Context: an optimization exercise on an open-source flow, tuned for small area, a short achievable clock period and few clock cycles per item. The choices shown serve that exercise and are no tape-out recipe.
Function was checked by simulation only, so behaviour that the tests miss may differ from the original.

// mul_div_unit
module mul_div_unit #(
  parameter XLEN = 64
)(
  input  wire                clk,
  input  wire                reset_n,
  input  wire                start,
  input  wire  [3:0]         operation,
  input  wire                is_word_op,
  input  wire  [XLEN-1:0]    operand_a,
  input  wire  [XLEN-1:0]    operand_b,
  output wire  [XLEN-1:0]    result,
  output wire                busy,
  output wire                ready
);
==> module mdu_add69, before the edit <==
module mdu_add69 (
  input  wire [68:0] a,
  input  wire [68:0] b,
  input  wire        cin,
  output wire [68:0] s
);
  localparam N = 70;    
  wire [N-1:0] g0 = {a & b, cin};
  wire [N-1:0] p0 = {a ^ b, 1'b0};
  wire [N-1:0] g [0:7];
  wire [N-1:0] p [0:7];
  assign g[0] = g0;
  assign p[0] = p0;
  genvar l, i;
  generate
    for (l = 0; l < 7; l = l + 1) begin : lv
      for (i = 0; i < N; i = i + 1) begin : bt
        if (i >= (1 << l)) begin : op
          assign g[l+1][i] = g[l][i] | (p[l][i] & g[l][i - (1 << l)]);
          assign p[l+1][i] = p[l][i] & p[l][i - (1 << l)];
        end else begin : pass
          assign g[l+1][i] = g[l][i];
          assign p[l+1][i] = p[l][i];
        end
      end
    end
  endgenerate
  assign s = p0[N-1:1] ^ g[7][N-2:0];
endmodule
==> flow/config.mk <==
export PLATFORM = sky130hd
export DESIGN_NAME = mul_div_unit
export DESIGN_NICKNAME = mul_div_unit
export VERILOG_FILES = /design/flow/design.v
export SDC_FILE = /design/flow/constraint.sdc
export NUM_CORES = 4
export LEC_CHECK = 0
export CAP_MARGIN = 20
export CORE_MARGIN = 2
export CORE_UTILIZATION = 40
export SETUP_SLACK_MARGIN = 1.5
export SLEW_MARGIN = 20
==> flow/constraint.sdc <==
create_clock -name core_clock -period 6.0 [get_ports {clk}]
set_input_delay 1.2000 -clock core_clock [delete_from_list [all_inputs] [get_ports {clk}]]
set_output_delay 1.2000 -clock core_clock [all_outputs]
set_load 0.01 [all_outputs]
run.sh (not shown) runs the stock make flow with config.mk's settings and CLKGATE_MAP_FILE= SYNTH_SCRIPT=/design/flow/synth_recipe.tcl, a recipe that flattens the netlist after the stock synthesis.
The baseline produced a clean layout.
Testbench counts at the start, summed over its fixed seeds: cycles 34,161, ops 3,200.
Next try:
--- a/flow/design.v
+++ b/flow/design.v
@@ -24,13 +24,13 @@
   assign p[0] = p0;
   genvar l, i;
   generate
     for (l = 0; l < 7; l = l + 1) begin : lv
       for (i = 0; i < N; i = i + 1) begin : bt
-        if (i >= (1 << l)) begin : op
-          assign g[l+1][i] = g[l][i] | (p[l][i] & g[l][i - (1 << l)]);
-          assign p[l+1][i] = p[l][i] & p[l][i - (1 << l)];
+        if (((i >> l) & 1) == 1) begin : op
+          assign g[l+1][i] = g[l][i] | (p[l][i] & g[l][((i >> l) << l) - 1]);
+          assign p[l+1][i] = p[l][i] & p[l][((i >> l) << l) - 1];
         end else begin : pass
           assign g[l+1][i] = g[l][i];
           assign p[l+1][i] = p[l][i];
         end
       end
What happened: The changed run produced a clean layout. Global-route usage drops by 1.9 points. Final cell count drops by 6.7%. Core utilization drops by 0.83 points. Worst setup slack degrades by 0.15 ns. Critical path depth is unchanged. Via count drops by 6.4%.
Testbench counts after the change, summed over its fixed seeds: cycles 34,161, ops 3,200.

Another version of the RTL of mul_div_unit (not shown whole).
Size: about 4,000 cells after synthesis, ~200 I/O pins, ~33,000 um^2 of cells after synthesis.
==> flow/config.mk <==
export PLATFORM = sky130hd
export DESIGN_NAME = mul_div_unit
export DESIGN_NICKNAME = mul_div_unit
export VERILOG_FILES = /design/flow/design.v
export SDC_FILE = /design/flow/constraint.sdc
export NUM_CORES = 4
export LEC_CHECK = 0
export CAP_MARGIN = 20
export CORE_MARGIN = 2
export CORE_UTILIZATION = 40
export SETUP_SLACK_MARGIN = 1.5
export SLEW_MARGIN = 20
==> flow/constraint.sdc <==
create_clock -name core_clock -period 6.0 [get_ports {clk}]
set_input_delay 1.2000 -clock core_clock [delete_from_list [all_inputs] [get_ports {clk}]]
set_output_delay 1.2000 -clock core_clock [all_outputs]
set_load 0.01 [all_outputs]
The starting point finished clean.
Testbench counts at the start, summed over its fixed seeds: cycles 33,380, ops 3,200.
Edit:
--- a/flow/design.v
+++ b/flow/design.v
@@ -119,23 +119,22 @@
   reg [63:0] rx;
   reg [63:0] rl;
   reg [5:0]  cnt;
   reg [1:0]  mc;         
   reg        e5;         
   reg [2:0]  opr;
   reg        wr;
   reg        sn, sd;     
   reg        negq;       
   reg [6:0]  lzn_r, lzd_r;
   reg        osel;       
-  reg        o16;        
   reg        o32;        
   reg        a_sx, a_en, a_inv;     
   reg        sel1, sel2, bneg;      
   reg        tsel1, tsel2, tneg;    
   reg        a_q;                   
   reg        cx;                    
   reg        xs;                    
   wire hi     = ~opr[2] & (opr[1] | opr[0]);
   wire d_sg   = ~opr[0];                      
   wire d_rem  = opr[1];
   wire wsx = ~(operation[2] & operation[0]);
@@ -190,23 +189,23 @@
     done   = 1'b0;
     osel_n = osel;
     negq_n = negq;
     case (1'b1)
       st[S_IDLE]: begin
         if (start) st_n[operation[2] ? S_DPREP : S_MIT] = 1'b1;
         else st_n[S_IDLE] = 1'b1;
       end
       st[S_MIT]: begin
         osel_n = ~hi;
         if (cnt != 6'd0) st_n[S_MIT] = 1'b1;
-        else if (mc == 2'd2) st_n[S_SKIP] = 1'b1;
+        else if (~mc[0]) st_n[S_SKIP] = 1'b1;
         else if (e5) st_n[S_MEXT] = 1'b1;
         else done = 1'b1;
       end
       st[S_MEXT]: done = 1'b1;
       st[S_SKIP]: done = 1'b1;
       st[S_DPREP]: begin
         if (neg_d) st_n[S_ABSB] = 1'b1;
         else if (neg_n) st_n[S_LZ] = 1'b1;
         else if (sum[68]) begin
           osel_n = ~d_rem;
           done = 1'b1;
@@ -310,24 +309,23 @@
     endcase
   end
   always @(posedge clk) begin
     a_sx  <= a_sx_n;
     a_en  <= a_en_n;
     a_inv <= a_inv_n;
     cx    <= a_inv_n;
     a_q   <= a_q_n;
     {sel1, sel2, bneg}    <= bd0_n;
     {tsel1, tsel2, tneg}  <= bd1_n;
     osel  <= osel_n;
-    o16   <= st[S_MIT] ? (mc == 2'd0) : (st[S_IDLE] ? 1'b0 : o16);
-    o32   <= st[S_MIT] ? (mc == 2'd1) : (st[S_IDLE] ? 1'b0 : o32);
+    o32   <= st[S_MIT] ? ~mc[1] : (st[S_IDLE] ? 1'b0 : o32);
     negq  <= negq_n;
     lzn_r <= lzn;
     lzd_r <= lzd;
   end
   always @(posedge clk) begin
     case (1'b1)
       st[S_IDLE]: begin
         opr <= operation[2:0];
         wr  <= is_word_op;
         if (operation[2]) begin
           ra <= {2'b00, a_in};
@@ -380,18 +378,17 @@
         cnt <= cnt - 6'd1;
       end
       st[S_CORR]: begin
         ra <= sum[65:0];
       end
       st[S_FIN]: begin
         ra <= {2'b00, sum[63:0]};
       end
       default: ;
     endcase
   end
-  wire [63:0] rv = o16 ? (osel ? {ra[47:0], rl[63:48]} : {{46{ra[65]}}, ra[65:48]}) :
-                   o32 ? (osel ? {ra[31:0], rl[63:32]} : {{30{ra[65]}}, ra[65:32]})
+  wire [63:0] rv = o32 ? (osel ? {ra[31:0], rl[63:32]} : {{30{ra[65]}}, ra[65:32]})
                       : (osel ? rl : ra[63:0]);
   assign result = wr ? {{32{rv[31]}}, rv[31:0]} : rv;
   assign busy   = bsy;
   assign ready  = rdy;
 endmodule
The changed run finished clean; cell count fell by about 4%; via count falls by about 4.3%; worst setup slack improves by 200 ps; final area is lower by 4.1%; register-to-register slack improved by 200 ps; flip-flop and latch count fell by 1; synthesized cell count shrinks by 3.9%; area after synthesis came out lower by 2.4%; sequential share of layout area grows by 0.67 points; hold slack loses 72 ps.
Testbench counts after the change, summed over its fixed seeds: cycles 34,161, ops 3,200.

[afterwards: timing with drivers on the ports]
The results above use ideal ports. As a check the final layouts listed here were re-extracted and re-timed, cells and wires unchanged.
Step 1 sets driving cells, clkbuf_16 on the clock port and buf_2 on the other inputs (assumed; they add their load-dependent delay and slew).
Step 2, shift: input delay + t, output delay - t, t = (earliest + latest rising clock arrival at the registers) / 2. This alone moves slack from input paths to output paths.
Three values: ideal ports, drivers, drivers and shift; two values: the first two.
run | t, ns | setup WS [ns] | slew at the worst register clock pin (ns) | worst slew at a driven data input, ns
the first run of note 1 | 0.653 | 1.034 / 1.034 / 0.823 | 0.07 / 0.07 | 0.06
the second run of note 1 | 0.655 | 0.886 / 0.886 / 0.886 | 0.08 / 0.08 | 0.06
the first run of note 2 | 0.668 | 0.887 / 0.887 / 0.644 | 0.07 / 0.07 | 0.15
the second run of note 2 | 0.647 | 1.083 / 1.083 / 0.942 | 0.08 / 0.08 | 0.08
After both steps setup and hold are still met in every run listed. The setup slack of the first run of note 2, which loses most, moves by 0.000 ns with the drivers and by -0.243 ns with both steps.
